This design comes from an exercise in tuning for small area on the open sky130 flow, not from production work.
In this exercise RTL edits were held to simulation tests only and were not proved equivalent to the original.
The flow treats the clock pin as an ideal source, which a real chip does not have.
Power and IR drop assume default switching activity.

<file path="design/flow/flow/run.sh">
#!/bin/bash
# Own layout flow: the standard synthesis, then its combinational logic
# re-mapped by ABC (flip-flops untouched, equivalence proven with Yosys
# before the new netlist is used), then the standard layout steps with
# sky130_fd_sc_hd__buf_1 as the port buffers.
set -uo pipefail
HERE=$(pwd)
R=$HERE/orfs/results/sky130hd/calculator/base
LIB=/OpenROAD-flow-scripts/flow/platforms/sky130hd/lib/sky130_fd_sc_hd__tt_025C_1v80.lib

bash standard.sh synth > log_synth.log 2>&1 || { echo "standard synthesis failed"; exit 1; }

mkdir -p remap
cp "$R/1_2_yosys.v" remap/in.v
cp flow/remap.ys flow/eq.ys flow/chk.ys remap/
# ABC script: area-oriented mapping
echo 'abc -script +strash;&get,-n;&st;&deepsyn,-T,30;&dch;&nf,-R,1000;&put -liberty '"$LIB"' -dont_use *probe* -dont_use *lpflow*' > remap/abc.ys
# blackbox every sequential or tie cell the netlist uses
grep -o 'sky130_fd_sc_hd__[a-z0-9_]*' remap/in.v | sort -u | grep -E '__(df|edf|sdf|sedf|dl|conb)' | sed 's/^/blackbox /' > remap/bb.ys
(cd remap && yosys -q -l ../log_remap.log remap.ys) > /dev/null 2>&1
ok=$?
if [ $ok -eq 0 ]; then
  (cd remap && yosys -l ../log_check.log chk.ys && yosys -l ../log_equiv.log eq.ys) > /dev/null 2>&1
  ok=$?
fi
if [ $ok -eq 0 ]; then
  echo "using the re-mapped netlist"
  cp remap/out.v "$R/1_2_yosys.v"
  rm -f "$R/1_synth.odb" "$R/1_synth.sdc"
else
  echo "re-mapping not used"
fi

bash standard.sh "BUFFER_PORTS_ARGS=-buffer_cell sky130_fd_sc_hd__buf_1" "CTS_ARGS=-sink_clustering_enable -repair_clock_nets -buf_list sky130_fd_sc_hd__clkbuf_8 -dont_use_dummy_load" finish > log_finish.log 2>&1 || { echo "layout failed"; exit 1; }
</file>
<file path="design/flow/flow/chk.ys">
read_liberty -lib /OpenROAD-flow-scripts/flow/platforms/sky130hd/lib/sky130_fd_sc_hd__tt_025C_1v80.lib
read_verilog out.v
hierarchy -check -top calculator
check -assert
</file>
<file path="design/flow/flow/eq.ys">
read_liberty -ignore_miss_func /OpenROAD-flow-scripts/flow/platforms/sky130hd/lib/sky130_fd_sc_hd__tt_025C_1v80.lib
read_verilog in.v
rename calculator gold
read_verilog out.v
rename calculator gate
hierarchy -check
rename -hide gold/w:_* gold/c:_* gate/w:_* gate/c:_*
flatten gold gate
opt_clean
equiv_make gold gate eq
hierarchy -top eq
equiv_simple -seq 2
equiv_induct
equiv_status -assert
</file>
<file path="design/flow/flow/remap.ys">
# Re-map the combinational logic of the standard synthesis netlist (in.v)
# with a stronger ABC script. The flip-flops (listed in bb.ys as blackboxes)
# and their instance names are kept exactly as the standard synthesis made them.
read_liberty -ignore_miss_func /OpenROAD-flow-scripts/flow/platforms/sky130hd/lib/sky130_fd_sc_hd__tt_025C_1v80.lib
script bb.ys
read_verilog in.v
hierarchy -top calculator
flatten
rename -hide w:*.*
opt -purge
script abc.ys
opt_clean -purge
hilomap -singleton -hicell sky130_fd_sc_hd__conb_1 HI -locell sky130_fd_sc_hd__conb_1 LO
insbuf -buf sky130_fd_sc_hd__buf_1 A X
tee -o stat.txt stat -liberty /OpenROAD-flow-scripts/flow/platforms/sky130hd/lib/sky130_fd_sc_hd__tt_025C_1v80.lib
write_verilog -noattr -noexpr -nohex -nodec out.v
</file>
<file path="design/flow/standard.sh">
#!/bin/bash
# synth_recipe.tcl (not shown) runs the flow's synth.tcl, then flattens the netlist and writes it again
# the make line also repeats each setting of config.mk as NAME=value (left out here)
make -C /OpenROAD-flow-scripts/flow DESIGN_CONFIG=/design/flow/config.mk WORK_HOME=/design/flow/orfs CLKGATE_MAP_FILE= SYNTH_SCRIPT=/design/flow/synth_recipe.tcl "${@:-finish}"
</file>
<file path="design/flow/config.mk">
export PLATFORM = sky130hd
export DESIGN_NAME = calculator
export DESIGN_NICKNAME = calculator
export VERILOG_FILES = /design/flow/design.v
export SDC_FILE = /design/flow/constraint.sdc
export NUM_CORES = 4
export LEC_CHECK = 0
export ABC_AREA = 1
export CAP_MARGIN = 20
export CORE_MARGIN = 2
export CORE_UTILIZATION = 60
export GPL_TIMING_DRIVEN = 0
export SLEW_MARGIN = 20
</file>
<file path="design/flow/constraint.sdc">
create_clock -name core_clock -period 6.0 [get_ports {clk}]
set_input_delay 1.2000 -clock core_clock [delete_from_list [all_inputs] [get_ports {clk}]]
set_output_delay 1.2000 -clock core_clock [all_outputs]
set_load 0.01 [all_outputs]
</file>
<file path="design/flow/design.v">
`timescale 1ns / 1ps
module calculator(clk, reset, rst, a, b, op, seg, an);
input clk, reset, rst;
input [3:0] a, b;
input [2:0] op;
output [6:0] seg;
output [3:0] an;
reg [2:0] p;
reg [3:0] r;
wire idle  = (p == 3'd7);
wire setup = (p == 3'd4) & (r == 4'd15);
wire load  = rst & (idle | setup);
wire sh    = (p == 3'd4);
wire a0    = (p == 3'd0);
wire a1    = (p == 3'd1);
wire step  = sh & (r[3:2] == 2'b00);         
wire oshf  = sh & (r[3] ^ r[2]);             
wire last  = (r == 4'd11);
always @(posedge clk) begin
    if (reset) begin
        p <= 3'd7;
        r <= 4'd11;
    end else if (idle) begin
        if (rst) begin
            p <= 3'd4;
            r <= 4'd15;
        end
    end else if (sh & ~last) begin
        p <= 3'd0;
        r <= r + 4'd1;
    end else
        p <= p + 3'd1;
end
reg [3:0] P, Q;
reg [3:0] ones, tens;
reg [1:0] hund;
wire [3:0] A = tens;
wire dval = r[3] ^ r[2];                  
wire mmul = ones[0];
wire mdiv = ones[1] & ~ones[0];
wire mclr = ones[1];
wire lastst = step & (r[1:0] == 2'd3);    
wire [3:0] aop1 = mdiv ? {P[2:0], Q[3]} : P;
wire [3:0] aop2 = A & {4{Q[0] | mdiv}};
wire [4:0] asum = {1'b0, aop1} + {1'b0, aop2} + {4'b0, mdiv};
wire dge = (asum[4] | P[3]) & mdiv & step;    
always @(posedge clk) begin
    if (load) begin
        case (op)
            3'd0: begin Q <= 4'd1;  P <= b;     end
            3'd1: begin Q <= b;     P <= a;     end
            3'd2: begin Q <= b;     P <= 4'd0;  end
            3'd3: begin Q <= a;     P <= 4'd0;  end
            3'd4: begin Q <= a & b; P <= 4'd0;  end
            3'd5: begin Q <= a | b; P <= 4'd0;  end
            3'd6: begin Q <= a ^ b; P <= 4'd0;  end
            default: begin Q <= ~a; P <= 4'd15; end
        endcase
    end else if (step & mmul) begin
        P <= (lastst & mclr) ? 4'd0 : asum[4:1];
        Q <= {asum[0], Q[3:1]};
    end else if ((step & mdiv) | oshf) begin
        P <= (lastst & mclr) ? 4'd0 : dge ? asum[3:0] : {P[2:0], Q[3]};
        Q <= {Q[2:0], dge};
    end
end
function [3:0] adj(input [3:0] o);
    adj = {o[3] | o[2] & o[0] | o[2] & o[1],
           o[3] & o[0] | o[2] & ~o[1] & ~o[0],
           ~o[2] & o[1] | o[1] & o[0] | o[3] & ~o[0],
           ~o[3] & ~o[2] & o[0] | o[2] & o[1] & ~o[0] | o[3] & ~o[0]};
endfunction
always @(posedge clk) begin
    if (reset) begin
        {hund, tens, ones} <= 10'd0;
    end else if (load) begin
        hund <= 2'd0;
        tens <= (op == 3'd3) ? ~b : (op == 3'd1) ? 4'd15 : a;
        case (op)
            3'd0, 3'd2: ones <= 4'b0001;
            3'd1:       ones <= 4'b0011;
            3'd3:       ones <= 4'b0010;
            default:    ones <= 4'b0000;
        endcase
    end else if (lastst)
        {tens, ones} <= 8'd0;
    else if (oshf)
        {hund, tens, ones} <= {hund[0], tens, ones, P[3]};
    else if (a0)
        ones <= adj(ones);
    else if (a1 & dval)
        tens <= adj(tens);
end
reg [6:0] cnt;
reg [3:0] dig, dig2;
wire show = (cnt[4] | (cnt[3:0] == 4'd15)) & (cnt[4:0] != 5'd31);
always @(posedge clk) begin
    if (reset) begin
        cnt  <= 7'd0;
        dig  <= 4'd0;
        dig2 <= 4'd0;
    end else begin
        cnt  <= cnt + 7'd1;
        dig2 <= dig;
        if (show)
            case (cnt[6:5])
                2'd0: dig <= dval ? ones : 4'd0;
                2'd1: dig <= 4'd0;
                2'd2: dig <= {2'b00, hund};
                default: dig <= dval ? tens : 4'd0;
            endcase
        else
            dig <= 4'd15;
    end
end
assign an = {cnt[6:5] != 2'd1, cnt[6:5] != 2'd2, cnt[6:5] != 2'd3, cnt[6:5] != 2'd0};
wire [3:0] x = dig2;
wire blank = x[3] & (x[2] | x[1]);
assign seg[0] = (x == 4'd1) | (x == 4'd4) | blank;
assign seg[1] = (x == 4'd5) | (x == 4'd6) | blank;
assign seg[2] = (x == 4'd2) | blank;
assign seg[3] = (x == 4'd1) | (x == 4'd4) | (x == 4'd7) | blank;
assign seg[4] = (x == 4'd1) | (x == 4'd3) | (x == 4'd4) | (x == 4'd5) | (x == 4'd7) | (x == 4'd9) | blank;
assign seg[5] = (x == 4'd1) | (x == 4'd2) | (x == 4'd3) | (x == 4'd7) | blank;
assign seg[6] = (x == 4'd0) | (x == 4'd1) | (x == 4'd7) | blank;
endmodule
</file>
==> implementation parameters, run 1 <==
Parameter                              Value

Worst setup path
  Critical Path RT ... 6.01 ns
  Kind of start point of the critical path ... flip-flop
  Crit-path max FO ... 11
  Worst Setup End Kind ... flip-flop
  Class of the most critical setup path ... reg -> reg
  Critical path data arrival time ... 3.17 ns

Placement
  Final RePlAce weighted congestion ... 0.967
  Hpwl dp ... 3.96 mm
  DP Cell Count ... 357
  Worst setup slack after placement ... 2.68 ns
  Area post-placement ... 2380 sq um
  Number of buffers added on ports ... 24

Global routing
  Antenna violations before repair ... 0
  Number of global-route vias before repair ... 1963
  Global-route usage over all layers ... 27.6%
  Largest net degree at the start of global routing ... 23
  Remaining global-route overflow ... 0
  First-pass GRT wire length ... 9.03 mm

Die
  Y dimension of the die ... 64.9 microns
  Die area ... 4220 sq um
  Starting utilization of the core area ... 61.8%
  Area of the core ... 3610 sq um
  Horizontal die dimension ... 64.9 microns
  Num rows ... 22
  IO Pins ... 25

Clocking
  Hold buffer count at cts ... 0
  Clk slew on worst S/H paths ... 0.07 ns
  Clock tree sinks ... 40
  Post-cts sizing count ... 0
  TritonCTS clock tree ... done
  Maximum number of buffers from clock root to sink ... 2
  Count of H-tree levels built during CTS ... 2
  Clk root buf ... clkbuf_8
  # Post-CTS Setup Buffers ... 0
  Number of CTS-inserted buffers ... 5
  Clock insertion delay at the later pin of the skew report ... 0.28 ns

Outcome
  Outcome ... finished clean

Synthesis
  Number of instances in the synthesized netlist ... 285
  Net count after synthesis ... 299
  Cell area after technology mapping ... 2230 sq um
  Avg Inst Size Synth ... 7.82 sq um
  Warnings from Yosys ... 1

Route
  Per-cell via count in the routed design ... 6.18
  Initial detailed-routing violation count ... 172
  Drt total wl ... 5.39 mm
  Average detailed-routed wire length per instance ... 14.9 microns
  Post-DRT Antenna Nets ... 0
  Router iterations before antenna repair ... 4
  DR vias ... 2238
  DRC Markers ... 0

Timing
  Measured slew at the worst slew-check pin ... 1.05 ns
  Time the final worst path needs with I/O delays and setup ... 3.16 ns
  Max frequency ... 316 MHz
  Worst slew margin ... 29.9%
  Final max-slew violation count ... 0
  Final worst-path cycle share ... 52.7%
  Sum of negative setup slack ... 0 ns
  Setup violations, final ... 0
  Clock skew ... 0.0124 ns
  Worst setup margin ... 2.84 ns
  RSZ-0062 raised after global routing ... no
  Final-report hold violation count ... 0

Cells and area
  Layout cell share with drive strength beyond 1 ... 1.91%
  Ant. Diodes ... 0
  Nets ... 330
  Growth of design area from synthesis to finish ... 10.1%
  Multi-input logic area ... 1320 sq um
  Fillers ... 334
  FF/Latch Area ... 881 sq um
  Number of standard cells in the final layout excluding fillers ... 362
  Summed area of non-filler cells in the final layout ... 2450 sq um

Hold path
  Hold Crit Class ... reg -> reg

Flow run
  Max-cap check violation count ... 0

Power and ir drop
  Largest voltage drop on the vdd net ... 0.133 mV
  Static power due to leakage ... 0.862 nW
  Tot Pwr ... 0.588 mW
  Pwr Density ... 240 nW/um^2
where the power goes:
| group | total [mW] | switching [mW] | internal (mW) | leakage, nW |
|---|---|---|---|---|
| logic | 0.112 | 0.0685 | 0.0438 | 0.486 |
| registers | 0.320 | 0.0244 | 0.296 | 0.340 |
| clock network | 0.155 | 0.0802 | 0.0749 | 0.0359 |
worst max-delay path: stages (launching register included):
cell,delay [ns]
dfxtp_1,0.58
nand2b_1,0.26
mux2i_1,0.32
clkinv_1,0.11
maj3_1,0.42
xor2_1,0.28
nand2_1,0.09
a21oi_1,0.26
a311oi_1,0.15
a221oi_1,0.32
o21ai_0,0.12
per-layer routing:
| metal | global-route usage (%) | routed length, microns | up-vias |
|---|---|---|---|
| li1 | - | - | 1129 |
| met1 | 36.1 | 2430 | 1025 |
| met2 | 45.5 | 2550 | 76 |
| met3 | 5.90 | 336 | 8 |
| met4 | 9.04 | 68 | 0 |
| met5 | 0 | 0 | - |
placed cells by master, fill, tap and decap left out, drive strengths merged, types with 2 or more instances in the layout:
| master | count |
|---|---|
| nand2 | 34 |
| nor2 | 33 |
| dfxtp | 32 |
| a21oi | 28 |
| o21ai | 26 |
| buf | 24 |
| nor3 | 15 |
| nand3 | 12 |
| clkinv | 10 |
| edfxtp | 8 |
| nor2b | 7 |
| o22ai | 7 |
| and3 | 6 |
| nand2b | 6 |
| xor2 | 6 |
| and2 | 5 |
| a221oi | 5 |
| a22oi | 5 |
| clkbuf | 5 |
| a31oi | 4 |
| xnor2 | 4 |
| o2111ai | 3 |
| o211ai | 3 |
| a22o | 3 |
| nor4 | 3 |
| o21a | 2 |
through the flow:
stage	hold WS, ns	util (%)
6_report	0.440	68.0
5_1_grt	0.458	68.0
4_1_cts	0.441	68.0
3_5_place_dp	0.424	66.1
3_3_place_gp	0.416	66.0
2_1_floorplan	0.414	-
area by class of cell:
type / instances / share of cell area, %
Multi-Input combinational cell: 235 / 53.6
Sequential cell: 40 / 35.9
Timing Repair Buffer: 24 / 3.67
Clock buffer: 5 / 2.80
Tap cell: 48 / 2.45
Inverter: 10 / 1.53
path summary, 6_finish.rpt:
path	slack [ns]	to	startpoint	cells past startpoint
setup / recovery	2.84	P[3]	ones[0]	10
hold / removal	0.44	dig2[0]	dig[0]	1
setup reg to reg	2.84	P[3]	ones[0]	10
hold reg to reg	0.44	dig2[0]	dig[0]	1
sequential cells by signal, indices dropped and copies added, names as in the netlist:
| signal | cells |
|---|---|
| P | 4 |
| dig2 | 4 |
| p | 3 |
| ones | 4 |
| cnt | 7 |
| hund | 2 |
| Q | 4 |
| dig | 4 |
| tens | 4 |
| r | 4 |
==> run 2, diff against run 1 <==
--- a/design/flow/flow/run.sh
+++ b/design/flow/flow/run.sh
@@ -31,4 +31,22 @@
   echo "re-mapping not used"
 fi
 
-bash standard.sh "BUFFER_PORTS_ARGS=-buffer_cell sky130_fd_sc_hd__buf_1" "CTS_ARGS=-sink_clustering_enable -repair_clock_nets -buf_list sky130_fd_sc_hd__clkbuf_8 -dont_use_dummy_load" finish > log_finish.log 2>&1 || { echo "layout failed"; exit 1; }
+ARGS=("BUFFER_PORTS_ARGS=-buffer_cell sky130_fd_sc_hd__buf_1" "CTS_ARGS=-sink_clustering_enable -repair_clock_nets -buf_list sky130_fd_sc_hd__clkbuf_8 -dont_use_dummy_load")
+bash standard.sh "${ARGS[@]}" place > log_place.log 2>&1 || { echo "placement failed"; exit 1; }
+
+# Clock tree: the clock port drives K clkbuf_8 leaf buffers, one per cluster
+# of flip-flops; use the smallest K whose estimated clock-pin slew is low,
+# else leave the clock tree to the standard CTS step.
+export FLOW_HOME RESDIR=$R CTS_BUF=sky130_fd_sc_hd__clkbuf_8
+for K in 3 4; do
+  CTS_K=$K openroad -no_init -exit flow/mycts.tcl > log_cts_try$K.log 2>&1
+  s=$(grep -o 'worst clock pin slew (placement estimate): [0-9.e-]*' log_cts_try$K.log | awk '{print $NF}')
+  echo "K=$K estimated clock-pin slew: $s"
+  if [ -n "$s" ] && awk -v s="$s" 'BEGIN { exit !(s < 0.110) }'; then
+    CTS_K=$K OUTDB=$R/4_1_cts.odb OUTSDC=$R/4_cts.sdc openroad -no_init -exit flow/mycts.tcl > log_cts.log 2>&1 \
+      && echo "clock tree with $K leaf buffers" || rm -f $R/4_1_cts.odb $R/4_cts.sdc
+    break
+  fi
+done
+
+bash standard.sh "${ARGS[@]}" finish > log_finish.log 2>&1 || { echo "layout failed"; exit 1; }
==> design/flow/flow/mycts.tcl (new file) <==
# Clock tree: the clock port drives K leaf buffers directly, each placed at
# the centre of a cluster of flip-flops (k-means on their positions).
set P $::env(FLOW_HOME)/platforms/sky130hd
set R $::env(RESDIR)
set K $::env(CTS_K)
set BUF $::env(CTS_BUF)
read_liberty $P/lib/sky130_fd_sc_hd__tt_025C_1v80.lib
read_db $R/3_place.odb
read_sdc $R/3_place.sdc
source $P/setRC.tcl
set block [ord::get_db_block]
set pins {}
set xs {}
set ys {}
foreach pin [get_pins -of_objects [get_nets clk]] {
  if {[get_property $pin direction] != "input"} { continue }
  set inst [sta::sta_to_db_inst [get_cells -of_objects $pin]]
  set bb [$inst getBBox]
  lappend pins $pin
  lappend xs [expr {([$bb xMin] + [$bb xMax]) / 2.0}]
  lappend ys [expr {([$bb yMin] + [$bb yMax]) / 2.0}]
}
set n [llength $pins]
puts "clock sinks: $n"
# initial centres: sinks spread along x+y order
set order [lsort -real -indices [lmap x $xs y $ys {expr {$x + $y}}]]
for {set k 0} {$k < $K} {incr k} {
  set i [lindex $order [expr {int(($k + 0.5) * $n / $K)}]]
  set cx($k) [lindex $xs $i]; set cy($k) [lindex $ys $i]
}
for {set it 0} {$it < 50} {incr it} {
  for {set k 0} {$k < $K} {incr k} { set sx($k) 0.0; set sy($k) 0.0; set cnt($k) 0 }
  for {set i 0} {$i < $n} {incr i} {
    set x [lindex $xs $i]; set y [lindex $ys $i]
    set best 0; set bd 1e30
    for {set k 0} {$k < $K} {incr k} {
      set d [expr {abs($x - $cx($k)) + abs($y - $cy($k))}]
      if {$d < $bd} { set bd $d; set best $k }
    }
    set asg($i) $best
    set sx($best) [expr {$sx($best) + $x}]; set sy($best) [expr {$sy($best) + $y}]; incr cnt($best)
  }
  for {set k 0} {$k < $K} {incr k} {
    if {$cnt($k) > 0} { set cx($k) [expr {$sx($k) / $cnt($k)}]; set cy($k) [expr {$sy($k) / $cnt($k)}] }
  }
}
set dbu [$block getDbUnitsPerMicron]
for {set k 0} {$k < $K} {incr k} {
  set pl {}
  for {set i 0} {$i < $n} {incr i} { if {$asg($i) == $k} { lappend pl [lindex $pins $i] } }
  if {[llength $pl] == 0} { continue }
  puts "leaf $k: [llength $pl] sinks at [expr {$cx($k)/$dbu}] [expr {$cy($k)/$dbu}]"
  insert_buffer -buffer_cell $BUF -net clk -load_pins $pl -location [list [expr {$cx($k)/$dbu}] [expr {$cy($k)/$dbu}]] -buffer_name clkleaf_$k -net_name clknet_leaf_$k
}
foreach inst [$block getInsts] { if {[string match clkleaf_* [$inst getName]]} { $inst setSourceType TIMING } }
detailed_placement
check_placement
set_propagated_clock [all_clocks]
estimate_parasitics -placement
set worst 0
foreach pin [get_pins -hierarchical */CLK] {
  set s [get_property $pin slew_max]
  if {$s > $worst} {set worst $s}
}
puts "worst clock pin slew (placement estimate): $worst"
report_checks -path_delay min_max -format end
if {[info exists ::env(OUTDB)]} {
  write_db $::env(OUTDB)
  write_sdc -no_timestamp $::env(OUTSDC)
}
==> implementation parameters, run 2 <==
Parameter                              Value

Route
  Average detailed-routed wire length per instance ... 14.9 microns (-0.19%)
  Post-DRT Antenna Nets ... 0 (unchanged)
  DR vias ... 2243 (+0.22%)
  Drt total wl ... 5.35 mm (-0.74%)
  Router iterations before antenna repair ... 4 (unchanged)
  DRC Markers ... 0 (unchanged)
  Per-cell via count in the routed design ... 6.23 (+0.78%)
  Initial detailed-routing violation count ... 180 (+4.7%)

Worst setup path
  Crit-path max FO ... 22 (+11)
  Critical Path RT ... 6.01 ns (about the same)
  Critical path data arrival time ... 3.17 ns (about the same)
  Kind of start point of the critical path ... primary input
  Slack of the worst reg-to-reg path ... 2.83 ns (about the same)
  Class of the most critical setup path ... in -> reg
  Capture point of the worst reg-to-reg path ... P[3]
  RR Startpoint ... ones[0]
  Worst Reg-to-Reg Cells ... 10 (unchanged)
  Worst Setup End Kind ... flip-flop

Power and ir drop
  Largest voltage drop on the vdd net ... 0.187 mV (+40%)
  Tot Pwr ... 0.543 mW (-7.5%)
  Static power due to leakage ... 0.848 nW (-1.7%)
  Pwr Density ... 224 nW/um^2 (-6.5%)

Hold path
  Worst hold path endpoint ... dig2[0]
  Count of cells along the worst hold path ... 1 (unchanged)
  Hold_sp ... dig[0]
  Hold Crit Class ... reg -> reg

Die
  Area of the core ... 3610 sq um (unchanged)
  Num rows ... 22 (unchanged)
  Starting utilization of the core area ... 61.8% (unchanged)
  Y dimension of the die ... 64.9 microns (unchanged)
  Horizontal die dimension ... 64.9 microns (unchanged)
  Die area ... 4220 sq um (unchanged)
  IO Pins ... 25 (unchanged)

Synthesis
  Number of instances in the synthesized netlist ... 285 (unchanged)
  Cell area after technology mapping ... 2230 sq um (unchanged)
  Warnings from Yosys ... 1 (unchanged)
  Net count after synthesis ... 299 (unchanged)
  Avg Inst Size Synth ... 7.82 sq um (unchanged)

Cells and area
  Most frequent standard cell in the layout excluding fill and tap cells ... nand2_1
  Ant. Diodes ... 0 (unchanged)
  Largest register by flop count ... cnt
  Layout cell share with drive strength beyond 1 ... 1.28% (-0.63 points)
  Number of flip-flops under the largest register name ... 7 (unchanged)
  Commonest cells after routing, fill and taps aside ... nand2_1 (34), nor2_1 (33), dfxtp_1 (32), a21oi_1 (28), o21ai_0 (26)
  Growth of design area from synthesis to finish ... 8.87%
  Nets ... 328 (-0.61%)

Clocking
  Clk slew on worst S/H paths ... 0.09 ns (+0.02 ns)
  Clock insertion delay at the later pin of the skew report ... 0.15 ns (-0.13 ns)

Timing
  Setup violations, final ... 0 (unchanged)
  Clock skew ... 0.0247 ns (+0.0124 ns)
  RSZ-0062 raised after global routing ... no
  Final-report hold violation count ... 0 (unchanged)
  Sum of negative setup slack ... 0 ns (unchanged)
  Final max-slew violation count ... 0 (unchanged)
  Measured slew at the worst slew-check pin ... 1.05 ns (-0.000375 ns)
  Worst slew margin ... 29.9% (about the same)
  Final worst-path cycle share ... 52.8% (+0.14 points)
  Time the final worst path needs with I/O delays and setup ... 3.17 ns (+0.00857 ns)
  Max frequency ... 316 MHz (-0.27%)

Placement
  Number of buffers added on ports ... 24 (unchanged)
  Hpwl dp ... 3.96 mm (unchanged)
  Final RePlAce weighted congestion ... 0.967 (unchanged)

Global routing
  Number of global-route vias before repair ... 1962 (-0.051%)
  Global-route usage over all layers ... 26.2% (-1.5 points)
  Antenna violations before repair ... 0 (unchanged)
  Largest net degree at the start of global routing ... 23 (unchanged)
  First-pass GRT wire length ... 8.98 mm (-0.47%)
  Remaining global-route overflow ... 0 (unchanged)

Outcome
  Outcome ... finished clean

Flow run
  Max-cap check violation count ... 0 (unchanged)
## run 2: routing by layer
layer / vias up / part of all wire (%) / track usage (%)
met1: 1041 / 45 / 35.7
met2: 76 / 49 / 46.1
met3: 5 / 5.3 / 1.22
li1: 1121 / - / -
met5: - / 0 / 0
met4: 0 / 0.86 / 5.05
## run 2: worst max-delay path, stage by stage
cell and delay (ns):
buf_1 0.73, clkinv_1 0.50, nand2_1 0.31, nor2_1 0.15
a21oi_1 0.17, o211ai_1 0.10
## run 2: how the worst max path moves through the flow
stage / to / slack [ns] / start
floorplan: P[3] / 3.35 / ones[0]
global placement: r[0] / 2.70 / reset
detailed placement: tens[1] / 2.68 / reset
global route: P[3] / 2.52 / ones[0]
finish: tens[1] / 2.83 / reset
## run 2: metrics by stage
stage	hold slack, ns	cell area [sq um]	instances	worst slack [ns]	utilization (%)
final	0.447	2430	360	2.83	67.3
after global routing	0.461	2430	360	2.52	67.3
after detailed placement	0.424	2380	357	2.68	66.1
after floorplan	0.414	2230	285	3.35	-
after global placement	0.416	2380	357	2.70	66.0
## run 2: power by group
part / internal, mW / switching, mW / total, mW
Sequential: 0.296 / 0.0244 / 0.320
Combinational: 0.0438 / 0.0681 / 0.112
Clock: 0.0460 / 0.0655 / 0.111
Total: 0.386 / 0.158 / 0.543
## run 2: layout make-up
type	count	area (sq um)
Timing Repair Buffer	24	90.1
Multi-Input combinational cell	235	1320
Fill cell	333	1180
Tap cell	48	60.1
Sequential cell	40	881
Clock buffer	3	41.3
Inverter	10	37.5
==> run 3, diff against run 2 <==
--- a/design/flow/flow/run.sh
+++ b/design/flow/flow/run.sh
@@ -12,18 +12,7 @@
 
 mkdir -p remap
 cp "$R/1_2_yosys.v" remap/in.v
-cp flow/remap.ys flow/eq.ys flow/chk.ys remap/
-# ABC script: area-oriented mapping
-echo 'abc -script +strash;&get,-n;&st;&deepsyn,-T,30;&dch;&nf,-R,1000;&put -liberty '"$LIB"' -dont_use *probe* -dont_use *lpflow*' > remap/abc.ys
-# blackbox every sequential or tie cell the netlist uses
-grep -o 'sky130_fd_sc_hd__[a-z0-9_]*' remap/in.v | sort -u | grep -E '__(df|edf|sdf|sedf|dl|conb)' | sed 's/^/blackbox /' > remap/bb.ys
-(cd remap && yosys -q -l ../log_remap.log remap.ys) > /dev/null 2>&1
-ok=$?
-if [ $ok -eq 0 ]; then
-  (cd remap && yosys -l ../log_check.log chk.ys && yosys -l ../log_equiv.log eq.ys) > /dev/null 2>&1
-  ok=$?
-fi
-if [ $ok -eq 0 ]; then
+if bash flow/remap.sh remap > log_remap.log 2>&1; then
   echo "using the re-mapped netlist"
   cp remap/out.v "$R/1_2_yosys.v"
   rm -f "$R/1_synth.odb" "$R/1_synth.sdc"
==> design/flow/flow/remap.sh (new file) <==
#!/bin/bash
# remap.sh DIR: re-map the combinational logic of DIR/in.v (the standard
# synthesis netlist) several times with ABC, keep the smallest result that
# Yosys proves equivalent to in.v, and write it to DIR/out.v.
# Logs go to DIR/*.log.
set -u
D=$1
F=$(cd "$(dirname "$0")" && pwd)
LIB=/OpenROAD-flow-scripts/flow/platforms/sky130hd/lib/sky130_fd_sc_hd__tt_025C_1v80.lib
cd "$D"
cp in.v best.v
area() { grep 'Chip area' "$1" | awk '{print $NF}'; }
best_area=1e9
for it in 1 2 3; do
  for S in 0 1 2 3; do
    W=it${it}_s$S; mkdir -p $W; cp best.v $W/in.v; cp "$F/remap.ys" $W/
    grep -o 'sky130_fd_sc_hd__[a-z0-9_]*' $W/in.v | sort -u | grep -E '__(df|edf|sdf|sedf|dl|conb)' | sed 's/^/blackbox /' > $W/bb.ys
    echo "abc -script +strash;&get,-n;&st;&deepsyn,-T,30,-S,$S;&dch;&nf,-R,1000,-p;&put -liberty $LIB -dont_use *probe* -dont_use *lpflow*" > $W/abc.ys
    (cd $W && timeout 600 yosys -q -l remap.log remap.ys > /dev/null 2>&1) &
  done
  wait
  for S in 0 1 2 3; do
    W=it${it}_s$S
    [ -f $W/stat.txt ] && [ -f $W/out.v ] || continue
    a=$(area $W/stat.txt)
    echo "iteration $it seed $S: $a"
    if awk -v a="$a" -v b="$best_area" 'BEGIN { exit !(a < b) }'; then best_area=$a; cp $W/out.v best.v; fi
  done
done
echo "best: $best_area"
cp best.v out.v
cp "$F/chk.ys" "$F/eq.ys" .
yosys -q -l check.log chk.ys > /dev/null 2>&1 || { echo "check failed"; exit 1; }
yosys -l equiv.log eq.ys > /dev/null 2>&1 || { echo "equivalence failed"; exit 1; }
echo "equivalence proven"
==> implementation parameters, run 3 <==
Parameter                              Value

Power and ir drop
  Pwr Density ... 230 nW/um^2 (+2.5%)
  Sequential power share ... 58.6% (-0.3 points)
  Largest voltage drop on the vdd net ... 0.191 mV (+2.3%)
  Switching portion of total power ... 28.9% (-0.17 points)
  Combinational share of power ... 21.4% (+0.8 points)
  Clk pwr share ... 20.0% (-0.5 points)
  Switching power summed over all nets ... 0.158 mW (+0.20%)
  Static power due to leakage ... 0.848 nW (about the same)
  Internal power consumption ... 0.389 mW (+1.0%)
  Tot Pwr ... 0.548 mW (+0.79%)

Clocking
  Clock insertion delay at the later pin of the skew report ... 0.15 ns (about the same)
  Clk slew on worst S/H paths ... 0.10 ns (about the same)

Cells and area
  Fillers ... 312 (-6.3%)
  Final core utilization ... 69.8% (+2.5 points)
  Most frequent standard cell in the layout excluding fill and tap cells ... nand2_1
  Number of flip-flops under the largest register name ... 7 (unchanged)
  Commonest cells after routing, fill and taps aside ... nand2_1 (40), dfxtp_1 (32), nor2_1 (25), buf_1 (23), a21oi_1 (17)
  Summed area of non-filler cells in the final layout ... 2380 sq um (-1.7%)
  Largest register by flop count ... cnt
  FF/Latch Area ... 881 sq um (unchanged)
  Multi-input logic area ... 1280 sq um (-2.5%)
  Ant. Diodes ... 0 (unchanged)
  Nets ... 308 (-6.1%)
  Layout cell share with drive strength beyond 1 ... 1.37% (+0.088 points)
  Growth of design area from synthesis to finish ... 8.67%

Route
  Router iterations before antenna repair ... 4 (unchanged)
  Average detailed-routed wire length per instance ... 14.7 microns (-1.3%)
  Detailed-routed wire length on met2 ... 2.37 mm (-8.6%)
  Initial detailed-routing violation count ... 115 (-36%)
  Uppermost layer routed ... met4
  Post-DRT Antenna Nets ... 0 (unchanged)
  DR vias ... 2059 (-8.2%)
  Per-cell via count in the routed design ... 6.09 (-2.2%)
  Wire length on met3 ... 205 microns (-27%)
  Drt total wl ... 4.96 mm (-7.3%)
  DRC Markers ... 0 (unchanged)
  Total routed wire length on the met1 layer ... 2.33 mm (-3.7%)

Global routing
  Largest net degree at the start of global routing ... 26 (+13%)
  Antenna violations before repair ... 0 (unchanged)
  Remaining global-route overflow ... 0 (unchanged)
  Number of global-route vias before repair ... 1880 (-4.2%)
  First-pass GRT wire length ... 8.62 mm (-4.1%)
  Global-route usage over all layers ... 25.0% (-1.2 points)

Placement
  Final RePlAce weighted congestion ... 0.912 (-5.7%)
  Number of buffers added on ports ... 24 (unchanged)
  Area post-placement ... 2340 sq um (-1.8%)
  Hpwl dp ... 3.72 mm (-6.3%)

Synthesis
  Net count after synthesis ... 279 (-6.7%)
  Cell area after technology mapping ... 2190 sq um (-1.5%)
  Warnings from Yosys ... 1 (unchanged)
  Avg Inst Size Synth ... 8.28 sq um (+5.9%)
  Number of instances in the synthesized netlist ... 265 (-7.0%)

Die
  Die area ... 4160 sq um (-1.4%)
  Num rows ... 21 (-4.5%)
  Horizontal die dimension ... 64.5 microns (-0.71%)
  Area of the core ... 3420 sq um (-5.3%)
  IO Pins ... 25 (unchanged)
  Y dimension of the die ... 64.5 microns (-0.71%)
  Starting utilization of the core area ... 64.2% (+2.5 points)

Worst setup path
  Crit-path max FO ... 8 (-64%)
  Worst Setup End Kind ... flip-flop
  Worst Reg-to-Reg Cells ... 11 (+1)
  Slack of the worst reg-to-reg path ... 2.64 ns (-0.19 ns)
  Critical Path RT ... 5.91 ns (-0.10 ns)
  Class of the most critical setup path ... reg -> reg
  Critical path data arrival time ... 3.27 ns (+0.10 ns)
  Kind of start point of the critical path ... flip-flop

Timing
  Setup violations, final ... 0 (unchanged)
  Time the final worst path needs with I/O delays and setup ... 3.36 ns (+0.186 ns)
  Clock skew ... 0.0290 ns (+0.00424 ns)
  Max frequency ... 298 MHz (-5.5%)
  RSZ-0062 raised after global routing ... no
  Measured slew at the worst slew-check pin ... 0.607 ns (-0.444 ns)
  Final-report hold violation count ... 0 (unchanged)
  Final worst-path cycle share ... 55.9% (+3.1 points)
  Sum of negative setup slack ... 0 ns (unchanged)
  Worst slew margin ... 59.5% (+30 points)
  Final max-slew violation count ... 0 (unchanged)

Outcome
  Outcome ... finished clean

Hold path
  Hold Crit Class ... reg -> reg
  Count of cells along the worst hold path ... 1 (unchanged)

Flow run
  Max-cap check violation count ... 0 (unchanged)
run 3: power by group through the flow:
stage	Combinational [mW]	Sequential [mW]	Clock, mW
3_5_place_dp	0.116	0.326	0
5_1_grt	0.130	0.324	0.120
3_3_place_gp	0.113	0.326	0
6_report	0.117	0.321	0.110
2_1_floorplan	0.0853	0.319	0
run 3: metal layers:
metal,vias to the layer above,track usage (%)
met4,0,2.93
met5,-,0
met2,46,43.4
li1,1065,-
met3,4,1.22
met1,944,35.7
run 3: final timing paths:
| path | start | to |
|---|---|---|
| setup / recovery | tens[1] | P[1] |
| hold / removal | dig[3] | dig2[3] |
| setup reg to reg | tens[1] | P[1] |
| hold reg to reg | dig[3] | dig2[3] |
run 3: critical path, stage by stage, from the launching register on:
cell and delay (ns):
dfxtp_1 0.52, xnor2_1 0.17, nand3_1 0.14, o211ai_1 0.14
nand2b_1 0.19, a311o_1 0.39, maj3_1 0.38, xnor2_1 0.30
nand2_1 0.11, a21o_1 0.21, nor3b_1 0.19, a221o_1 0.37
run 3: area by class of cell:
| class | count | share of cell area (%) |
|---|---|---|
| sequential | 40 | 36.9 |
| clock buffer | 3 | 1.73 |
| timing repair buffer | 24 | 3.83 |
| tap | 46 | 2.41 |
| multi-input combinational | 217 | 53.8 |
| inverter | 8 | 1.26 |
run 3: metrics by stage:
| stage | hold WS [ns] | setup slack (ns) | instances |
|---|---|---|---|
| after detailed placement | 0.420 | 2.68 | 335 |
| after floorplan | 0.414 | 3.03 | 265 |
| final | 0.431 | 2.64 | 338 |
| after global routing | 0.469 | 2.41 | 338 |
| after global placement | 0.419 | 2.77 | 335 |
==> run 4, diff against run 3 <==
--- a/design/flow/design.v
+++ b/design/flow/design.v
@@ -35,33 +35,36 @@
 reg [3:0] ones, tens;
 reg [1:0] hund;
 wire [3:0] A = tens;
+wire [2:0] sop = ones[2:0];
 wire dval = r[3] ^ r[2];                  
-wire mmul = ones[0];
-wire mdiv = ones[1] & ~ones[0];
-wire mclr = ones[1];
+wire mmul = ~sop[2] & ~(sop[1] & sop[0]);                 
+wire mdiv = (sop == 3'd3);
+wire mclr = (sop == 3'd1) | (sop == 3'd3) | (sop == 3'd4) | (sop == 3'd5) | (sop == 3'd6);
 wire lastst = step & (r[1:0] == 2'd3);    
 wire [3:0] aop1 = mdiv ? {P[2:0], Q[3]} : P;
 wire [3:0] aop2 = A & {4{Q[0] | mdiv}};
 wire [4:0] asum = {1'b0, aop1} + {1'b0, aop2} + {4'b0, mdiv};
 wire dge = (asum[4] | P[3]) & mdiv & step;    
+reg nb;
+always @* begin
+    case (sop)
+        3'd3: nb = asum[4] | P[3];
+        3'd4: nb = P[3] & Q[3];
+        3'd5: nb = P[3] | Q[3];
+        3'd6: nb = P[3] ^ Q[3];
+        default: nb = ~P[3];
+    endcase
+end
 always @(posedge clk) begin
     if (load) begin
-        case (op)
-            3'd0: begin Q <= 4'd1;  P <= b;     end
-            3'd1: begin Q <= b;     P <= a;     end
-            3'd2: begin Q <= b;     P <= 4'd0;  end
-            3'd3: begin Q <= a;     P <= 4'd0;  end
-            3'd4: begin Q <= a & b; P <= 4'd0;  end
-            3'd5: begin Q <= a | b; P <= 4'd0;  end
-            3'd6: begin Q <= a ^ b; P <= 4'd0;  end
-            default: begin Q <= ~a; P <= 4'd15; end
-        endcase
+        P <= (op[2:1] == 2'b01) ? 4'd0 : a;
+        Q <= (op == 3'd3) ? a : (op == 3'd7) ? 4'd15 : b;
     end else if (step & mmul) begin
         P <= (lastst & mclr) ? 4'd0 : asum[4:1];
         Q <= {asum[0], Q[3:1]};
-    end else if ((step & mdiv) | oshf) begin
+    end else if (step | oshf) begin
         P <= (lastst & mclr) ? 4'd0 : dge ? asum[3:0] : {P[2:0], Q[3]};
-        Q <= {Q[2:0], dge};
+        Q <= {Q[2:0], nb & step};
     end
 end
 function [3:0] adj(input [3:0] o);
@@ -75,18 +78,18 @@
         {hund, tens, ones} <= 10'd0;
     end else if (load) begin
         hund <= 2'd0;
-        tens <= (op == 3'd3) ? ~b : (op == 3'd1) ? 4'd15 : a;
-        case (op)
-            3'd0, 3'd2: ones <= 4'b0001;
-            3'd1:       ones <= 4'b0011;
-            3'd3:       ones <= 4'b0010;
-            default:    ones <= 4'b0000;
+        case (op[1:0])
+            2'd0: tens <= 4'd1;
+            2'd1: tens <= 4'd15;
+            2'd2: tens <= a;
+            default: tens <= ~b;
         endcase
+        ones <= {1'b0, op};
     end else if (lastst)
         {tens, ones} <= 8'd0;
     else if (oshf)
         {hund, tens, ones} <= {hund[0], tens, ones, P[3]};
-    else if (a0)
+    else if (a0 & dval)
         ones <= adj(ones);
     else if (a1 & dval)
         tens <= adj(tens);
==> implementation parameters, run 4 <==
Parameter                              Value

Synthesis
  Number of instances in the synthesized netlist ... 274 (+3.4%)
  Cell area after technology mapping ... 2160 sq um (-1.7%)
  Warnings from Yosys ... 1 (unchanged)
  Avg Inst Size Synth ... 7.88 sq um (-4.9%)
  Net count after synthesis ... 288 (+3.2%)

Global routing
  Antenna violations before repair ... 0 (unchanged)
  Largest net degree at the start of global routing ... 28 (+7.7%)
  Number of global-route vias before repair ... 1984 (+5.5%)
  Remaining global-route overflow ... 0 (unchanged)
  First-pass GRT wire length ... 8.76 mm (+1.7%)
  Global-route usage over all layers ... 25.5% (+0.55 points)

Clocking
  Clock insertion delay at the later pin of the skew report ... 0.16 ns (about the same)
  Clk slew on worst S/H paths ... 0.11 ns (about the same)

Power and ir drop
  Largest voltage drop on the vdd net ... 0.183 mV (-4.4%)
  Pwr Density ... 230 nW/um^2 (about the same)
  Static power due to leakage ... 0.859 nW (+1.4%)

Cells and area
  Most frequent standard cell in the layout excluding fill and tap cells ... nand2_1
  Commonest cells after routing, fill and taps aside ... nand2_1 (47), nor2_1 (34), dfxtp_1 (32), buf_1 (23), a21oi_1 (21)
  Layout cell share with drive strength beyond 1 ... 1.33% (-0.041 points)
  Growth of design area from synthesis to finish ... 8.87%
  Summed area of non-filler cells in the final layout ... 2350 sq um (-1.5%)
  Number of flip-flops under the largest register name ... 7 (unchanged)
  Nets ... 317 (+2.9%)
  Largest register by flop count ... cnt
  Ant. Diodes ... 0 (unchanged)
  Final core utilization ... 69.3% (-0.49 points)

Timing
  RSZ-0062 raised after global routing ... no
  Sum of negative setup slack ... 0 ns (unchanged)
  Setup violations, final ... 0 (unchanged)
  Final-report hold violation count ... 0 (unchanged)
  Clock skew ... 0.0364 ns (+0.00739 ns)
  Worst slew margin ... 44.1% (-15 points)
  Max frequency ... 263 MHz (-12%)
  Time the final worst path needs with I/O delays and setup ... 3.80 ns (+0.442 ns)
  Final max-slew violation count ... 0 (unchanged)
  Final worst-path cycle share ... 63.3% (+7.4 points)
  Measured slew at the worst slew-check pin ... 0.826 ns (+0.219 ns)

Route
  DRC Markers ... 0 (unchanged)
  Router iterations before antenna repair ... 5 (+1)
  Initial detailed-routing violation count ... 304 (+160%)
  Per-cell via count in the routed design ... 6.12 (+0.48%)
  Average detailed-routed wire length per instance ... 14.1 microns (-3.8%)
  Post-DRT Antenna Nets ... 0 (unchanged)
  Drt total wl ... 4.89 mm (-1.2%)
  DR vias ... 2124 (+3.2%)

Worst setup path
  Critical Path RT ... 5.88 ns (-0.03 ns)
  Crit-path max FO ... 7 (-1)
  Critical path data arrival time ... 3.67 ns (+0.40 ns)
  Kind of start point of the critical path ... flip-flop
  Worst Setup End Kind ... flip-flop
  Class of the most critical setup path ... reg -> reg

Hold path
  Hold Crit Class ... reg -> reg

Die
  Area of the core ... 3390 sq um (-0.77%)
  Starting utilization of the core area ... 63.7% (-0.57 points)
  Die area ... 4090 sq um (-1.6%)
  Y dimension of the die ... 64.0 microns (-0.78%)
  IO Pins ... 25 (unchanged)
  Num rows ... 21 (unchanged)
  Horizontal die dimension ... 64.0 microns (-0.78%)

Placement
  Final RePlAce weighted congestion ... 0.922 (+1.1%)
  Hpwl dp ... 3.72 mm (about the same)
  Number of buffers added on ports ... 24 (unchanged)
  Area post-placement ... 2310 sq um (-1.5%)

Flow run
  Max-cap check violation count ... 0 (unchanged)

Outcome
  Outcome ... finished clean
-- run 4: where the power goes --
group | internal, mW | switching, mW
combinational | 0.0437 | 0.0646
clock | 0.0460 | 0.0651
sequential | 0.295 | 0.0253
total | 0.385 | 0.155
-- run 4: layer usage --
| metal | wire length (microns) | global-route usage, % | share of wire [%] | up-vias |
|---|---|---|---|---|
| li1 | - | - | - | 1067 |
| met2 | 2170 | 41.9 | 44 | 92 |
| met5 | 0 | 0 | 0 | - |
| met3 | 331 | 1.58 | 6.8 | 10 |
| met1 | 2300 | 36.9 | 47 | 955 |
| met4 | 97 | 5.71 | 2.0 | 0 |
-- run 4: critical path: stages (launching register included) --
cell	delay (ns)
dfxtp_1	0.47
xor2_1	0.22
nand2b_1	0.16
nand3_1	0.10
and3_1	0.23
nor2_1	0.18
nand2_1	0.09
xor2_1	0.15
a21oi_1	0.26
nor2_1	0.10
o21a_1	0.19
nor2_1	0.21
nand2_1	0.08
a211oi_1	0.40
a2111oi_1	0.19
a222oi_1	0.40
nand2_1	0.08
-- run 4: path summary, 6_finish.rpt --
kind | start | to | slack [ns] | depth (start not counted)
worst min register to register | dig[2] | dig2[2] | 0.45 | 1
worst max-delay path | tens[1] | P[2] | 2.20 | 16
worst max register to register | tens[1] | P[2] | 2.20 | 16
worst min-delay path | dig[2] | dig2[2] | 0.45 | 1
-- run 4: final cells by class --
| cell class | instances | area [sq um] |
|---|---|---|
| Fill cell | 275 | 1040 |
| Sequential cell | 40 | 881 |
| Timing Repair Buffer | 24 | 91.3 |
| Tap cell | 46 | 57.6 |
| Multi-Input combinational cell | 231 | 1270 |
| Clock buffer | 3 | 41.3 |
| Inverter | 3 | 11.3 |
-- run 4: stage by stage --
stage / power, mW / hold slack (ns) / std cells / setup slack, ns
3_3_place_gp: 0.431 / 0.421 / 344 / 2.21
6_report: 0.540 / 0.446 / 347 / 2.20
5_1_grt: 0.570 / 0.477 / 347 / 1.73
2_1_floorplan: 0.398 / 0.414 / 274 / 2.74
3_5_place_dp: 0.432 / 0.423 / 344 / 2.21
==> run 5, diff against run 4 <==
--- a/design/flow/design.v
+++ b/design/flow/design.v
@@ -8,7 +8,7 @@
 reg [2:0] p;
 reg [3:0] r;
 wire idle  = (p == 3'd7);
-wire setup = (p == 3'd4) & (r == 4'd15);
+wire setup = (p == 3'd4) & r[3] & r[2];       
 wire load  = rst & (idle | setup);
 wire sh    = (p == 3'd4);
 wire a0    = (p == 3'd0);
--- a/design/flow/flow/run.sh
+++ b/design/flow/flow/run.sh
@@ -23,17 +23,18 @@
 ARGS=("BUFFER_PORTS_ARGS=-buffer_cell sky130_fd_sc_hd__buf_1" "CTS_ARGS=-sink_clustering_enable -repair_clock_nets -buf_list sky130_fd_sc_hd__clkbuf_8 -dont_use_dummy_load")
 bash standard.sh "${ARGS[@]}" place > log_place.log 2>&1 || { echo "placement failed"; exit 1; }
 
-# Clock tree: the clock port drives K clkbuf_8 leaf buffers, one per cluster
-# of flip-flops; use the smallest K whose estimated clock-pin slew is low,
+# Clock tree: the clock port drives K leaf buffers, one per cluster of
+# flip-flops; use the smallest choice whose estimated clock-pin slew is low,
 # else leave the clock tree to the standard CTS step.
-export FLOW_HOME RESDIR=$R CTS_BUF=sky130_fd_sc_hd__clkbuf_8
-for K in 3 4; do
-  CTS_K=$K openroad -no_init -exit flow/mycts.tcl > log_cts_try$K.log 2>&1
-  s=$(grep -o 'worst clock pin slew (placement estimate): [0-9.e-]*' log_cts_try$K.log | awk '{print $NF}')
-  echo "K=$K estimated clock-pin slew: $s"
-  if [ -n "$s" ] && awk -v s="$s" 'BEGIN { exit !(s < 0.110) }'; then
-    CTS_K=$K OUTDB=$R/4_1_cts.odb OUTSDC=$R/4_cts.sdc openroad -no_init -exit flow/mycts.tcl > log_cts.log 2>&1 \
-      && echo "clock tree with $K leaf buffers" || rm -f $R/4_1_cts.odb $R/4_cts.sdc
+export FLOW_HOME RESDIR=$R
+for choice in 3:sky130_fd_sc_hd__clkbuf_4 4:sky130_fd_sc_hd__clkbuf_4 3:sky130_fd_sc_hd__clkbuf_8 4:sky130_fd_sc_hd__clkbuf_8; do
+  K=${choice%%:*}; B=${choice#*:}
+  CTS_K=$K CTS_BUF=$B openroad -no_init -exit flow/mycts.tcl > log_cts_try_${K}_$B.log 2>&1
+  s=$(grep -o 'worst clock pin slew (placement estimate): [0-9.e-]*' log_cts_try_${K}_$B.log | awk '{print $NF}')
+  echo "K=$K $B estimated clock-pin slew: $s"
+  if [ -n "$s" ] && awk -v s="$s" 'BEGIN { exit !(s < 0.115) }'; then
+    CTS_K=$K CTS_BUF=$B OUTDB=$R/4_1_cts.odb OUTSDC=$R/4_cts.sdc openroad -no_init -exit flow/mycts.tcl > log_cts.log 2>&1 \
+      && echo "clock tree with $K leaf buffers $B" || rm -f $R/4_1_cts.odb $R/4_cts.sdc
     break
   fi
 done
--- a/design/flow/flow/remap.sh
+++ b/design/flow/flow/remap.sh
@@ -11,7 +11,7 @@
 cp in.v best.v
 area() { grep 'Chip area' "$1" | awk '{print $NF}'; }
 best_area=1e9
-for it in 1 2 3; do
+for it in 1 2 3 4; do
   for S in 0 1 2 3; do
     W=it${it}_s$S; mkdir -p $W; cp best.v $W/in.v; cp "$F/remap.ys" $W/
     grep -o 'sky130_fd_sc_hd__[a-z0-9_]*' $W/in.v | sort -u | grep -E '__(df|edf|sdf|sedf|dl|conb)' | sed 's/^/blackbox /' > $W/bb.ys
--- a/design/flow/config.mk
+++ b/design/flow/config.mk
@@ -8,6 +8,6 @@
 export ABC_AREA = 1
 export CAP_MARGIN = 20
 export CORE_MARGIN = 2
-export CORE_UTILIZATION = 60
+export CORE_UTILIZATION = 80
 export GPL_TIMING_DRIVEN = 0
 export SLEW_MARGIN = 20
==> implementation parameters, run 5 <==
Parameter                              Value

Synthesis
  Warnings from Yosys ... 1 (unchanged)
  Number of instances in the synthesized netlist ... 260 (-5.1%)
  Cell area after technology mapping ... 2140 sq um (-1.0%)
  Avg Inst Size Synth ... 8.21 sq um (+4.3%)
  Net count after synthesis ... 274 (-4.9%)

Outcome
  Stage where the flow stopped ... global placement
  Outcome ... stopped before the end
  Run Error ... [ERROR GPL-0301] Utilization 102.707 % exceeds 100%.

Die
  Y dimension of the die ... 55.7 microns (-13%)
  IO Pins ... 25 (unchanged)
  Starting utilization of the core area ... 85.4% (+22 points)
  Horizontal die dimension ... 55.7 microns (-13%)
  Num rows ... 18 (-14%)

Placement
  Number of buffers added on ports ... 24 (unchanged)
==> run 6, diff against run 5 <==
--- a/design/flow/config.mk
+++ b/design/flow/config.mk
@@ -8,6 +8,7 @@
 export ABC_AREA = 1
 export CAP_MARGIN = 20
 export CORE_MARGIN = 2
-export CORE_UTILIZATION = 80
+export CORE_UTILIZATION = 70
 export GPL_TIMING_DRIVEN = 0
+export PLACE_DENSITY = 0.85
 export SLEW_MARGIN = 20
==> implementation parameters, run 6 <==
Parameter                              Value

Route
  Per-cell via count in the routed design ... 6.34
  DR vias ... 2073
  DRC Markers ... 0
  Drt total wl ... 5.12 mm
  Initial detailed-routing violation count ... 235
  Post-DRT Antenna Nets ... 0
  Router iterations before antenna repair ... 8
  Average detailed-routed wire length per instance ... 15.7 microns

Cells and area
  Nets ... 310
  Layout cell share with drive strength beyond 1 ... 1.02%
  Number of flip-flops under the largest register name ... 7
  Final core utilization ... 77.4%
  Largest register by flop count ... cnt
  Commonest cells after routing, fill and taps aside ... nand2_1 (40), dfxtp_1 (32), nor2_1 (28), o21ai_0 (28), buf_1 (24)
  Growth of design area from synthesis to finish ... 8.09%
  Most frequent standard cell in the layout excluding fill and tap cells ... nand2_1
  Ant. Diodes ... 0

Power and ir drop
  Largest voltage drop on the vdd net ... 0.147 mV
  Pwr Density ... 237 nW/um^2
  Static power due to leakage ... 0.832 nW

Synthesis
  Cell area after technology mapping ... 2130 sq um (-0.12%)
  Net count after synthesis ... 281 (+2.6%)
  Warnings from Yosys ... 1 (unchanged)
  Avg Inst Size Synth ... 7.99 sq um (-2.7%)
  Number of instances in the synthesized netlist ... 267 (+2.7%)

Die
  Area of the core ... 2980 sq um
  Horizontal die dimension ... 59.2 microns (+6.3%)
  Die area ... 3510 sq um
  Num rows ... 20 (+2)
  Starting utilization of the core area ... 71.6% (-14 points)
  Y dimension of the die ... 59.2 microns (+6.3%)
  IO Pins ... 25 (unchanged)

Placement
  Final RePlAce weighted congestion ... 0.952
  Hpwl dp ... 3.81 mm
  Number of buffers added on ports ... 24 (unchanged)

Timing
  Sum of negative setup slack ... 0 ns
  Final-report hold violation count ... 0
  Final worst-path cycle share ... 59.4%
  Measured slew at the worst slew-check pin ... 0.888 ns
  Worst hold slack across all endpoints ... 0.461 ns
  Final max-slew violation count ... 0
  Max frequency ... 280 MHz
  Setup violations, final ... 0
  RSZ-0062 raised after global routing ... no
  Clock skew ... 0.0248 ns
  Worst slew margin ... 40.8%
  Time the final worst path needs with I/O delays and setup ... 3.57 ns

Clocking
  Clk slew on worst S/H paths ... 0.10 ns
  Clock insertion delay at the later pin of the skew report ... 0.16 ns

Global routing
  Largest net degree at the start of global routing ... 23
  First-pass GRT wire length ... 8.51 mm
  Global-route usage over all layers ... 30.7%
  Antenna violations before repair ... 0
  Remaining global-route overflow ... 0
  Number of global-route vias before repair ... 1882

Worst setup path
  Crit-path max FO ... 9
  Worst Setup End Kind ... flip-flop
  Critical Path RT ... 5.90 ns
  Critical path data arrival time ... 3.47 ns
  Class of the most critical setup path ... in -> reg
  Kind of start point of the critical path ... primary input

Hold path
  Hold Crit Class ... reg -> reg

Flow run
  Max-cap check violation count ... 0

Outcome
  Outcome ... finished clean
run 6: report_power, final:
part,leakage [nW],switching (mW),internal [mW]
logic,0.470,0.0654,0.0441
clock network,0.0216,0.0647,0.0460
registers,0.340,0.0288,0.297
run 6: per-stage QoR:
step	power, mW	instance area (sq um)	instances	worst slack [ns]
finish	0.546	2310	327	2.43
global route	0.574	2310	327	2.17
detailed placement	0.438	2260	324	2.32
global placement	0.434	2260	324	2.36
floorplan	0.402	2130	267	2.93
run 6: final timing paths:
check	from	end	slack, ns	cells past startpoint
hold reg to reg	dig[2]	dig2[2]	0.46	1
setup reg to reg	ones[0]	P[2]	2.49	13
setup / recovery	rst	P[2]	2.43	9
hold / removal	dig[2]	dig2[2]	0.46	1
run 6: cell type report:
type	count	area, sq um
tap	33	41.3
clock buffer	3	41.3
multi-input combinational	222	1230
inverter	5	18.8
timing repair buffer	24	90.1
fill	243	672
sequential	40	881
run 6: layer usage:
layer | up-vias | global-route usage, % | routed length, microns
met5 | - | 0 | 0
met4 | 0 | 4.87 | 68
met3 | 9 | 1.97 | 402
met2 | 104 | 51.5 | 2440
met1 | 924 | 44.2 | 2210
li1 | 1036 | - | -
run 6: worst max-delay path, cell delays in order:
cell and delay (ns):
buf_1 0.08, clkinv_1 0.08, a31oi_1 0.15, or2_0 0.57
nor2b_1 0.37, o21ai_0 0.31, nor2_1 0.35, a221oi_1 0.18
xor2_1 0.18
==> run 7, diff against run 6 <==
--- a/design/flow/config.mk
+++ b/design/flow/config.mk
@@ -8,7 +8,6 @@
 export ABC_AREA = 1
 export CAP_MARGIN = 20
 export CORE_MARGIN = 2
-export CORE_UTILIZATION = 70
+export CORE_UTILIZATION = 60
 export GPL_TIMING_DRIVEN = 0
-export PLACE_DENSITY = 0.85
 export SLEW_MARGIN = 20
==> implementation parameters, run 7 <==
Parameter                              Value

Worst setup path
  Slowest Stage Delay on Critical Path ... 0.59 ns (+0.02 ns)
  Class of the most critical setup path ... in -> reg
  Slack of the worst reg-to-reg path ... 2.61 ns (+0.12 ns)
  Critical path's slowest cell ... or2_0
  Cell depth of the worst setup path ... 9 (unchanged)
  Worst-path cell chain ... buf_1, clkinv_1, a31oi_1, or2_0, nor2b_1, o21ai_0, nor2_1, a221oi_1, xor2_1
  Kind of start point of the critical path ... primary input
  Critical Path RT ... 5.87 ns (-0.03 ns)
  Critical path data arrival time ... 3.48 ns (about the same)
  Worst Setup End Kind ... flip-flop
  Worst Reg-to-Reg Cells ... 13 (unchanged)
  Sum of buffers and inverters on the critical path ... 2 (unchanged)
  Top Family by Delay on Critical Path ... simple AND/OR/NAND/NOR gates
  Crit-path max FO ... 9 (unchanged)

Route
  Post-DRT Antenna Nets ... 0 (unchanged)
  Router iterations before antenna repair ... 5 (-3)
  DR vias ... 2117 (+2.1%)
  Initial detailed-routing violation count ... 168 (-29%)
  Per-cell via count in the routed design ... 6.23 (-1.8%)
  Average detailed-routed wire length per instance ... 15.0 microns (-4.3%)
  Drt total wl ... 5.10 mm (-0.45%)
  DRC Markers ... 0 (unchanged)

Cells and area
  Largest register by flop count ... cnt
  Commonest cells after routing, fill and taps aside ... nand2_1 (40), dfxtp_1 (32), nor2_1 (28), o21ai_0 (28), buf_1 (24)
  Ant. Diodes ... 0 (unchanged)
  Number of flip-flops under the largest register name ... 7 (unchanged)
  Most frequent standard cell in the layout excluding fill and tap cells ... nand2_1
  Nets ... 310 (unchanged)
  Final core utilization ... 69.0% (-8.4 points)
  Fillers ... 313 (+29%)
  Layout cell share with drive strength beyond 1 ... 1.02% (unchanged)
  Growth of design area from synthesis to finish ... 8.86%

Clocking
  Clock insertion delay at the later pin of the skew report ... 0.15 ns (about the same)
  Clk slew on worst S/H paths ... 0.09 ns (about the same)

Timing
  RSZ-0062 raised after global routing ... no
  Sum of negative setup slack ... 0 ns (unchanged)
  Measured slew at the worst slew-check pin ... 0.919 ns (+0.0304 ns)
  Time the final worst path needs with I/O delays and setup ... 3.60 ns (+0.0382 ns)
  Final-report hold violation count ... 0 (unchanged)
  Final max-slew violation count ... 0 (unchanged)
  Worst slew margin ... 38.7% (-2.0 points)
  Setup violations, final ... 0 (unchanged)
  Final worst-path cycle share ... 60.1% (+0.64 points)
  Clock skew ... 0.0196 ns (-0.00519 ns)
  Max frequency ... 277 MHz (-1.1%)

Synthesis
  Number of instances in the synthesized netlist ... 267 (unchanged)
  Net count after synthesis ... 281 (unchanged)
  Avg Inst Size Synth ... 7.99 sq um (unchanged)
  Cell area after technology mapping ... 2130 sq um (unchanged)
  Warnings from Yosys ... 1 (unchanged)

Die
  Die area ... 4050 sq um (+15%)
  Num rows ... 21 (+5.0%)
  IO Pins ... 25 (unchanged)
  Horizontal die dimension ... 63.6 microns (+7.5%)
  Area of the core ... 3360 sq um (+13%)
  Y dimension of the die ... 63.6 microns (+7.5%)
  Starting utilization of the core area ... 63.4% (-8.2 points)

Global routing
  First-pass GRT wire length ... 8.44 mm (-0.81%)
  Largest net degree at the start of global routing ... 23 (unchanged)
  Global-route usage over all layers ... 25.5% (-5.2 points)
  Antenna violations before repair ... 0 (unchanged)
  Remaining global-route overflow ... 0 (unchanged)
  Number of global-route vias before repair ... 1835 (-2.5%)

Power and ir drop
  Pwr Density ... 236 nW/um^2 (-0.15%)
  Largest voltage drop on the vdd net ... 0.207 mV (+41%)
  Static power due to leakage ... 0.832 nW (unchanged)

Placement
  Hpwl dp ... 3.79 mm (-0.72%)
  Number of buffers added on ports ... 24 (unchanged)
  Final RePlAce weighted congestion ... 0.932 (-2.0%)

Flow run
  Max-cap check violation count ... 0 (unchanged)

Hold path
  Count of cells along the worst hold path ... 1 (unchanged)
  Hold Crit Class ... reg -> reg

Outcome
  Outcome ... finished clean
## run 7: layout make-up
cell class	count	area [sq um]	area share, %
Multi-Input combinational cell	222	1230	53.1
Tap cell	46	57.6	2.48
Sequential cell	40	881	37.9
Timing Repair Buffer	24	90.1	3.88
Inverter	5	18.8	0.808
Clock buffer	3	41.3	1.78
## run 7: where the power goes
group	switching (mW)	internal (mW)
Sequential	0.0282	0.297
Clock	0.0685	0.0461
Combinational	0.0652	0.0441
Total	0.162	0.387
## run 7: through the flow
step	power, mW	hold slack, ns	area (sq um)	instances	setup slack [ns]
after global placement	0.436	0.418	2280	337	2.35
final	0.549	0.443	2320	340	2.40
after global routing	0.575	0.463	2320	340	2.13
after detailed placement	0.438	0.422	2280	337	2.29
after floorplan	0.402	0.414	2130	267	2.93
## run 7: worst register-to-register path, delay by kind of cell (launching register included)
family | cells | cell delay [ns]
AO/OA/AOI/OAI | 3 | 0.51
XOR/XNOR | 2 | 0.37
AND/OR/NAND/NOR | 8 | 1.64
flip-flops | 1 | 0.61
## run 7: worst paths after layout
kind | startpoint | end
max | rst | P[2]
min reg2reg | dig[0] | dig2[0]
max reg2reg | ones[0] | P[2]
min | dig[0] | dig2[0]
## run 7: per-layer routing
metal	global-route usage, %	share of wire (%)	vias to the layer above
li1	-	-	1049
met1	36.9	45	988
met2	42.2	46	69
met3	1.43	6.5	11
met4	5.43	2.0	0
met5	0	0	-
==> run 8, diff against run 7 <==
--- a/design/flow/flow/run.sh
+++ b/design/flow/flow/run.sh
@@ -27,7 +27,7 @@
 # flip-flops; use the smallest choice whose estimated clock-pin slew is low,
 # else leave the clock tree to the standard CTS step.
 export FLOW_HOME RESDIR=$R
-for choice in 3:sky130_fd_sc_hd__clkbuf_4 4:sky130_fd_sc_hd__clkbuf_4 3:sky130_fd_sc_hd__clkbuf_8 4:sky130_fd_sc_hd__clkbuf_8; do
+for choice in 3:sky130_fd_sc_hd__clkbuf_4 4:sky130_fd_sc_hd__clkbuf_4 3:sky130_fd_sc_hd__buf_6 3:sky130_fd_sc_hd__clkbuf_8 4:sky130_fd_sc_hd__clkbuf_8; do
   K=${choice%%:*}; B=${choice#*:}
   CTS_K=$K CTS_BUF=$B openroad -no_init -exit flow/mycts.tcl > log_cts_try_${K}_$B.log 2>&1
   s=$(grep -o 'worst clock pin slew (placement estimate): [0-9.e-]*' log_cts_try_${K}_$B.log | awk '{print $NF}')
--- a/design/flow/flow/remap.sh
+++ b/design/flow/flow/remap.sh
@@ -11,7 +11,7 @@
 cp in.v best.v
 area() { grep 'Chip area' "$1" | awk '{print $NF}'; }
 best_area=1e9
-for it in 1 2 3 4; do
+for it in 1 2 3 4 5; do
   for S in 0 1 2 3; do
     W=it${it}_s$S; mkdir -p $W; cp best.v $W/in.v; cp "$F/remap.ys" $W/
     grep -o 'sky130_fd_sc_hd__[a-z0-9_]*' $W/in.v | sort -u | grep -E '__(df|edf|sdf|sedf|dl|conb)' | sed 's/^/blackbox /' > $W/bb.ys
==> implementation parameters, run 8 <==
Parameter                              Value

Hold path
  Hold Crit Class ... reg -> reg

Worst setup path
  Critical Path RT ... 5.86 ns (about the same)
  First element of the critical path ... tens[0]
  Class of the most critical setup path ... reg -> reg
  Critical path data arrival time ... 3.32 ns (-0.16 ns)
  Worst Setup End Kind ... flip-flop
  Slack of the worst reg-to-reg path ... 2.54 ns (-0.07 ns)
  Crit-path max FO ... 14 (+5)

Outcome
  Outcome ... finished clean

Timing
  RSZ-0062 raised after global routing ... no
  Final max-slew violation count ... 0 (unchanged)
  Measured slew at the worst slew-check pin ... 0.839 ns (-0.0801 ns)
  Max frequency ... 289 MHz (+4.3%)
  Sum of negative setup slack ... 0 ns (unchanged)
  Worst slew margin ... 43.3% (+4.6 points)

Cells and area
  Layout cell share with drive strength beyond 1 ... 0.997% (-0.024 points)
  Summed area of non-filler cells in the final layout ... 2340 sq um (+0.65%)
  Fillers ... 296 (-5.4%)
  Ant. Diodes ... 0 (unchanged)
  FF/Latch Area ... 881 sq um (unchanged)
  Final core utilization ... 69.0% (-0.092 points)
  Number of flip-flops under the largest register name ... 7 (unchanged)
  Largest register by flop count ... cnt

Die
  Num rows ... 21 (unchanged)
  Horizontal die dimension ... 63.9 microns (+0.50%)
  IO Pins ... 25 (unchanged)
  Y dimension of the die ... 63.9 microns (+0.50%)
  Starting utilization of the core area ... 63.6% (+0.17 points)
  Area of the core ... 3390 sq um (+0.78%)
  Die area ... 4090 sq um (+0.99%)

Synthesis
  Number of instances in the synthesized netlist ... 274 (+2.6%)
  Warnings from Yosys ... 1 (unchanged)
  Cell area after technology mapping ... 2160 sq um (+1.1%)
  Avg Inst Size Synth ... 7.87 sq um (-1.5%)

Placement
  Final RePlAce weighted congestion ... 0.860 (-7.8%)
  Number of buffers added on ports ... 24 (unchanged)

Power and ir drop
  Largest voltage drop on the vdd net ... 0.208 mV (+0.52%)
  Pwr Density ... 244 nW/um^2 (+3.0%)
  Tot Pwr ... 0.569 mW (+3.7%)
  Static power due to leakage ... 0.871 nW (+4.7%)

Flow run
  Max-cap check violation count ... 0 (unchanged)

Global routing
  Number of global-route vias before repair ... 1904 (+3.8%)
  Remaining global-route overflow ... 0 (unchanged)
  Global-route usage over all layers ... 25.2% (-0.34 points)
  Antenna violations before repair ... 0 (unchanged)

Route
  Per-cell via count in the routed design ... 6.10 (-2.1%)
  Post-DRT Antenna Nets ... 0 (unchanged)
  DRC Markers ... 0 (unchanged)
  Drt total wl ... 5.01 mm (-1.7%)
-- run 8: final cells by class --
class / instances / share of cell area (%)
Timing Repair Buffer: 24 / 3.85
Sequential cell: 40 / 37.7
Multi-Input combinational cell: 227 / 53.4
Clock buffer: 3 / 1.45
Tap cell: 46 / 2.46
Inverter: 7 / 1.12
-- run 8: metrics by stage --
step | setup slack [ns] | hold WS, ns | std cells
global route | 2.13 | 0.468 | 347
detailed placement | 2.62 | 0.429 | 344
global placement | 2.67 | 0.418 | 344
finish | 2.54 | 0.444 | 347
floorplan | 3.02 | 0.414 | 274
-- run 8: layer usage --
layer	vias up	part of all wire [%]	wire length, microns	global-route usage (%)
met5	-	0	0	0
met4	0	0.56	28	3.53
met3	3	5.9	298	1.94
met2	66	47	2380	44.0
met1	967	46	2310	34.7
li1	1080	-	-	-
-- run 8: critical path: stages (launching register included) --
cell and delay [ns]:
dfxtp_1 0.62, a21o_1 0.19, nand2_1 0.05, nand2_1 0.11, o21ai_0 0.08, a21oi_1 0.15, xor2_1 0.16, a21oi_1 0.13
maj3_1 0.41, xor2_1 0.27, nand2_1 0.10, nand2_1 0.07, nand2_1 0.07, nor3_1 0.27, nor2b_1 0.13, a221oi_1 0.25
o21ai_0 0.11
-- run 8: report_power, final --
part           switching [mW]  internal (mW)
combinational          0.0761         0.0524
sequential             0.0347          0.301
clock                  0.0651         0.0401
-- run 8: final timing paths --
path                            endpoint  cells after the start
worst min register to register   dig2[3]                      1
worst max-delay path                P[3]                     16
worst max register to register      P[3]                     16
worst min-delay path             dig2[3]                      1

## separate check: timing with driven ports
The results above use ideal ports. As a check the final layouts listed here were re-extracted and re-timed, cells and wires unchanged.
Step 1, drivers: a clkbuf_16 drives clk and a buf_2 each remaining input, both assumed.
Step 2 also shifts input and output timing later by t, the mid clock arrival at the registers, as if the neighbouring blocks saw the same clock.
Slacks: ideal ports / drivers / drivers and shift; pairs: ideal ports / drivers.
run | t (ns) | slack for setup (ns)
run 1 | 0.305 | 2.839 / 2.839 / 2.659
run 2 | 0.188 | 2.830 / 2.831 / 2.662
run 3 | 0.189 | 2.645 / 2.645 / 2.645
run 4 | 0.194 | 2.202 / 2.202 / 2.202
run 6 | 0.193 | 2.434 / 2.461 / 2.268
run 7 | 0.192 | 2.396 / 2.424 / 2.232
run 8 | 0.169 | 2.544 / 2.544 / 2.544
After both steps every run listed still meets setup and hold.
